Source: an optimization exercise on an open RTL-to-GDS flow (aim: small area). Production flows keep margins and buffers that such runs may drop. Power figures rest on the tool's default switching activity, not on a simulated workload.

## exp/ember
Design mult_top, start of the top module:
module mult_top(
    input clk,
    input  [15:0] x,
    input  [15:0] y,
    output reg [31:0] p_out
    );
    reg [15:0] X_abs;
    reg [15:0] Y_abs;
    reg        P_sign;
    wire [31:0] P_vec;
    wire nz = (|x) & (|y);
    wire [15:0] xa = x[15] ? -x : x;
    wire [15:0] ya = y[15] ? -y : y;
    ROBA mult(X_abs, Y_abs, P_sign, P_vec);
    always @(posedge clk)
    begin
        p_out  <= P_vec;
        X_abs  <= xa & {16{nz}};
        Y_abs  <= ya & {16{nz}};
        P_sign <= (x[15] ^ y[15]) & nz;
    end
endmodule
export LEC_CHECK = 0
export CAP_MARGIN = 0
export CELL_PAD_IN_SITES_DETAIL_PLACEMENT = 0
export CELL_PAD_IN_SITES_GLOBAL_PLACEMENT = 0
export CORE_MARGIN = 2
export CORE_UTILIZATION = 70
export GPL_TIMING_DRIVEN = 0
export PLACE_DENSITY = 0.75
export SLEW_MARGIN = 0
create_clock -name core_clock -period 10.0 [get_ports {clk}]
standard.sh (not shown) runs the stock make flow with config.mk's settings and CLKGATE_MAP_FILE= SYNTH_SCRIPT=/design/flow/synth_recipe.tcl, a recipe that flattens the netlist after the stock synthesis.
==> flow/flow/run.sh <==
#!/bin/bash
# Own area-oriented synthesis (flow/synth.tcl), then the standard layout
# with single-strength port buffers and a small clock tree. Full tool output
# goes to flow.log here; ORFS's per-step logs are under orfs/logs/.
set -euo pipefail
HERE=$(pwd)
export MY_FA=0
export MY_ABC_SCRIPT=$HERE/flow/abc_area.script
bash standard.sh SYNTH_SCRIPT=$HERE/flow/synth.tcl \
  "BUFFER_PORTS_ARGS=-buffer_cell sky130_fd_sc_hd__buf_1" \
  "CTS_ARGS=-sink_clustering_enable -repair_clock_nets -dont_use_dummy_load -root_buf sky130_fd_sc_hd__clkbuf_4 -buf_list sky130_fd_sc_hd__clkbuf_4" \
  finish > $HERE/flow.log 2>&1
==> flow/flow/abc_area.script <==
strash
dch -f
amap
topo
stime -c
upsize -c -D 8000
dnsize -c -D 8000
==> flow/flow/synth.tcl <==
# Area-oriented synthesis: ORFS's synth.tcl without the Kogge-Stone adder map
# and (optionally) without full-adder extraction, with an area ABC script.
proc synth {args} { yosys synth -nofsm -noshare {*}$args }
source $::env(SCRIPTS_DIR)/synth_preamble.tcl
read_checkpoint $::env(RESULTS_DIR)/1_1_yosys_canonicalize.rtlil
hierarchy -check -top $::env(DESIGN_NAME)
synth -flatten -run :fine
synth -top $::env(DESIGN_NAME) -run fine:
chformal -remove
delete t:\$print
renames -wire
opt -purge
if { [env_var_equals MY_FA 1] } {
  extract_fa
  techmap -map $::env(ADDER_MAP_FILE)
  techmap
  opt -fast -purge
}
dfflibmap {*}$lib_args {*}$lib_dont_use_args
opt
setundef -zero
set my_abc_args [list -script $::env(MY_ABC_SCRIPT) {*}$lib_args {*}$lib_dont_use_args]
if { [env_var_exists_and_non_empty MY_ABC_D] } {
  lappend my_abc_args -D $::env(MY_ABC_D) -constr $::env(OBJECTS_DIR)/abc.constr
}
abc {*}$my_abc_args
splitnets
opt_clean -purge
hilomap -singleton -hicell {*}$::env(TIEHI_CELL_AND_PORT) -locell {*}$::env(TIELO_CELL_AND_PORT)
insbuf -buf {*}$::env(MIN_BUF_CELL_AND_PORTS)
tee -o $::env(REPORTS_DIR)/synth_stat.txt stat {*}$lib_args
check -assert -mapped
# left out here: clear keep_hierarchy, flatten, clean up, hide names made inside functions, write 1_2_yosys.v
log_cmd exec cp $::env(SDC_FILE) $::env(RESULTS_DIR)/1_synth.sdc
exp/ember did not stop at any stage, and its layout met the timing, design-rule and antenna checks.
diff inputs: exp/ember => exp/quartz
==> flow/flow/abc_area.script <==
strash
dc2
dch -f
amap
strash
dc2
dch -f
amap
topo
stime -c
upsize -c -D 8000
dnsize -c -D 8000
Results
- Reported for exp/ember and exp/quartz, maximum clock insertion buffer count turned out identical to the last digit.
- exp/quartz | stages: all done | timing, DRC, antenna: all pass
- Compared with exp/ember, in exp/quartz tightest hold margin fell by 0.32 ns, part of the power in combinational logic rose by 2.4 points.
Inputs modified between exp/quartz and exp/indigo:
# exp/quartz
export LEC_CHECK = 0
export CAP_MARGIN = 0
export CELL_PAD_IN_SITES_DETAIL_PLACEMENT = 0
export CELL_PAD_IN_SITES_GLOBAL_PLACEMENT = 0
export CORE_MARGIN = 2
export CORE_UTILIZATION = 70
export GPL_TIMING_DRIVEN = 0
export PLACE_DENSITY = 0.75
export SLEW_MARGIN = 0
create_clock -name core_clock -period 10.0 [get_ports {clk}]
# exp/indigo
export LEC_CHECK = 0
export CAP_MARGIN = 0
export CELL_PAD_IN_SITES_DETAIL_PLACEMENT = 0
export CELL_PAD_IN_SITES_GLOBAL_PLACEMENT = 0
export CORE_MARGIN = 2
export CORE_UTILIZATION = 50
export GPL_TIMING_DRIVEN = 0
export SLEW_MARGIN = 0
create_clock -name core_clock -period 10.0 [get_ports {clk}]
==> flow/flow/abc_area.script <==
strash
dc2
dch -f
amap
strash
dc2
dch -f
amap
topo
stime -c
upsize -c -D 9000
dnsize -c -D 9000
- The post-synthesis to final-layout area growth of exp/indigo is higher than that of exp/quartz.
- In terms of power attributed to the clock group, exp/indigo and exp/quartz differ only marginally.
- exp/indigo: global routing usage on met2 16 points below exp/quartz
- Sort exp/indigo and exp/quartz by ratio of final minimum period to clock period, ascending, and exp/indigo comes first.
- Summary of exp/indigo over exp/quartz: final worst setup slack went up 0.18 ns, total number of multi-input combinational cells held.
- In the tables for exp/indigo and exp/quartz, worst hold margin reads higher with exp/quartz.
- Overall die width in exp/indigo vs exp/quartz: up about 17%
- From exp/quartz to exp/indigo the numbers moved as follows: number of global-route vias before repair dropped 139; cell area has increased; number of non-clock buffers in the layout now larger.
- No run among exp/indigo and exp/quartz stopped early or left any final violation; all are clean.
Function was not checked in any run of this note: the RTL went through the layout flow alone.


Setup of main:
mult_top again, from the RTL that the note above started with.
==> flow/design.v (excerpt) <==
module mult_top(
    input clk,
    input  [15:0] x,
    input  [15:0] y,
    output reg [31:0] p_out
    );
    reg [15:0] X_abs;
    reg [15:0] Y_abs;
    reg        P_sign;
    wire [31:0] P_vec;
    wire nz = (|x) & (|y);
    wire [15:0] xa = x[15] ? -x : x;
    wire [15:0] ya = y[15] ? -y : y;
    ROBA mult(X_abs, Y_abs, P_sign, P_vec);
    always @(posedge clk)
    begin
        p_out  <= P_vec;
        X_abs  <= xa & {16{nz}};
        Y_abs  <= ya & {16{nz}};
        P_sign <= (x[15] ^ y[15]) & nz;
    end
endmodule
==> flow/config.mk <==
export PLATFORM = sky130hd
export DESIGN_NAME = mult_top
export DESIGN_NICKNAME = mult_top
export VERILOG_FILES = /design/flow/design.v
export SDC_FILE = /design/flow/constraint.sdc
export NUM_CORES = 4
export LEC_CHECK = 0
export CAP_MARGIN = 0
export CELL_PAD_IN_SITES_DETAIL_PLACEMENT = 0
export CELL_PAD_IN_SITES_GLOBAL_PLACEMENT = 0
export CORE_MARGIN = 2
export CORE_UTILIZATION = 50
export GPL_TIMING_DRIVEN = 0
export SLEW_MARGIN = 0
==> flow/constraint.sdc <==
create_clock -name core_clock -period 10.0 [get_ports {clk}]
set_input_delay 2.0000 -clock core_clock [delete_from_list [all_inputs] [get_ports {clk}]]
set_output_delay 2.0000 -clock core_clock [all_outputs]
set_load 0.01 [all_outputs]
==> flow/flow/run.sh <==
#!/bin/bash
# Own area-oriented synthesis (flow/synth.tcl), then the standard layout
# with single-strength port buffers and a small clock tree. Full tool output
# goes to flow.log here; ORFS's per-step logs are under orfs/logs/.
set -euo pipefail
HERE=$(pwd)
export MY_FA=0
export MY_ABC_SCRIPT=$HERE/flow/abc_area.script
bash standard.sh SYNTH_SCRIPT=$HERE/flow/synth.tcl \
  "BUFFER_PORTS_ARGS=-buffer_cell sky130_fd_sc_hd__buf_1" \
  "CTS_ARGS=-sink_clustering_enable -repair_clock_nets -dont_use_dummy_load -root_buf sky130_fd_sc_hd__clkbuf_16 -buf_list sky130_fd_sc_hd__clkbuf_16 -sink_clustering_size 64" \
  finish > $HERE/flow.log 2>&1
==> flow/flow/abc_area.script <==
strash
dch -f
amap
topo
stime -c
upsize -c -D 8000
dnsize -c -D 8000
Scripts as last shown in full above: flow/flow/synth.tcl
The flow did not stop early for main: all stages ran, and the layout cleared the timing, design-rule and antenna checks.
Setup changes, main to the feature branch
--- a/flow/flow/run.sh
+++ b/flow/flow/run.sh
@@ -11 +11 @@
-  "CTS_ARGS=-sink_clustering_enable -repair_clock_nets -dont_use_dummy_load -root_buf sky130_fd_sc_hd__clkbuf_16 -buf_list sky130_fd_sc_hd__clkbuf_16 -sink_clustering_size 64" \
+  "CTS_ARGS=-sink_clustering_enable -repair_clock_nets -dont_use_dummy_load -root_buf sky130_fd_sc_hd__clkbuf_8 -buf_list sky130_fd_sc_hd__clkbuf_8 -sink_clustering_size 32" \
Results
- Routed via count divided by cell count essentially unchanged between main and the feature branch.
- Die width came out exactly the same in the feature branch and main.
- Compared with main, the feature branch shows power after layout that has gone down by a little under 10%.
Function was not checked in any run of this note: the RTL went through the layout flow alone.

re-timing with driven ports:
Ports are ideal in the flow. The routed layouts listed here were re-timed in OpenROAD.
Step 1, drivers: a clkbuf_16 drives clk and a buf_2 each remaining input, both assumed.
Step 2 adds t to the input delays and takes it off the output delays; t is the mean of the earliest and latest rising clock arrival at the registers after step 1. Input paths then give back, and output paths get back, about the clock's delay inside the block.
a / b / c = ideal ports / drivers / drivers and shift; a / b = the first two.
| run | t, ns | slack for setup (ns) | hold WS [ns] |
|---|---|---|---|
| exp/ember | 0.458 | 1.077 / 1.077 / 1.077 | 1.004 / 1.004 / 1.004 |
| exp/quartz | 0.466 | 0.912 / 0.912 / 0.912 | 0.689 / 0.689 / 0.689 |
| exp/indigo | 0.472 | 1.089 / 1.089 / 1.089 | 0.669 / 0.669 / 0.669 |
| main | 0.369 | 1.164 / 1.164 / 1.164 | 0.713 / 0.713 / 0.713 |
| the feature branch | 0.370 | 1.165 / 1.165 / 1.165 | 0.711 / 0.711 / 0.711 |
After both steps every run listed still meets setup and hold.
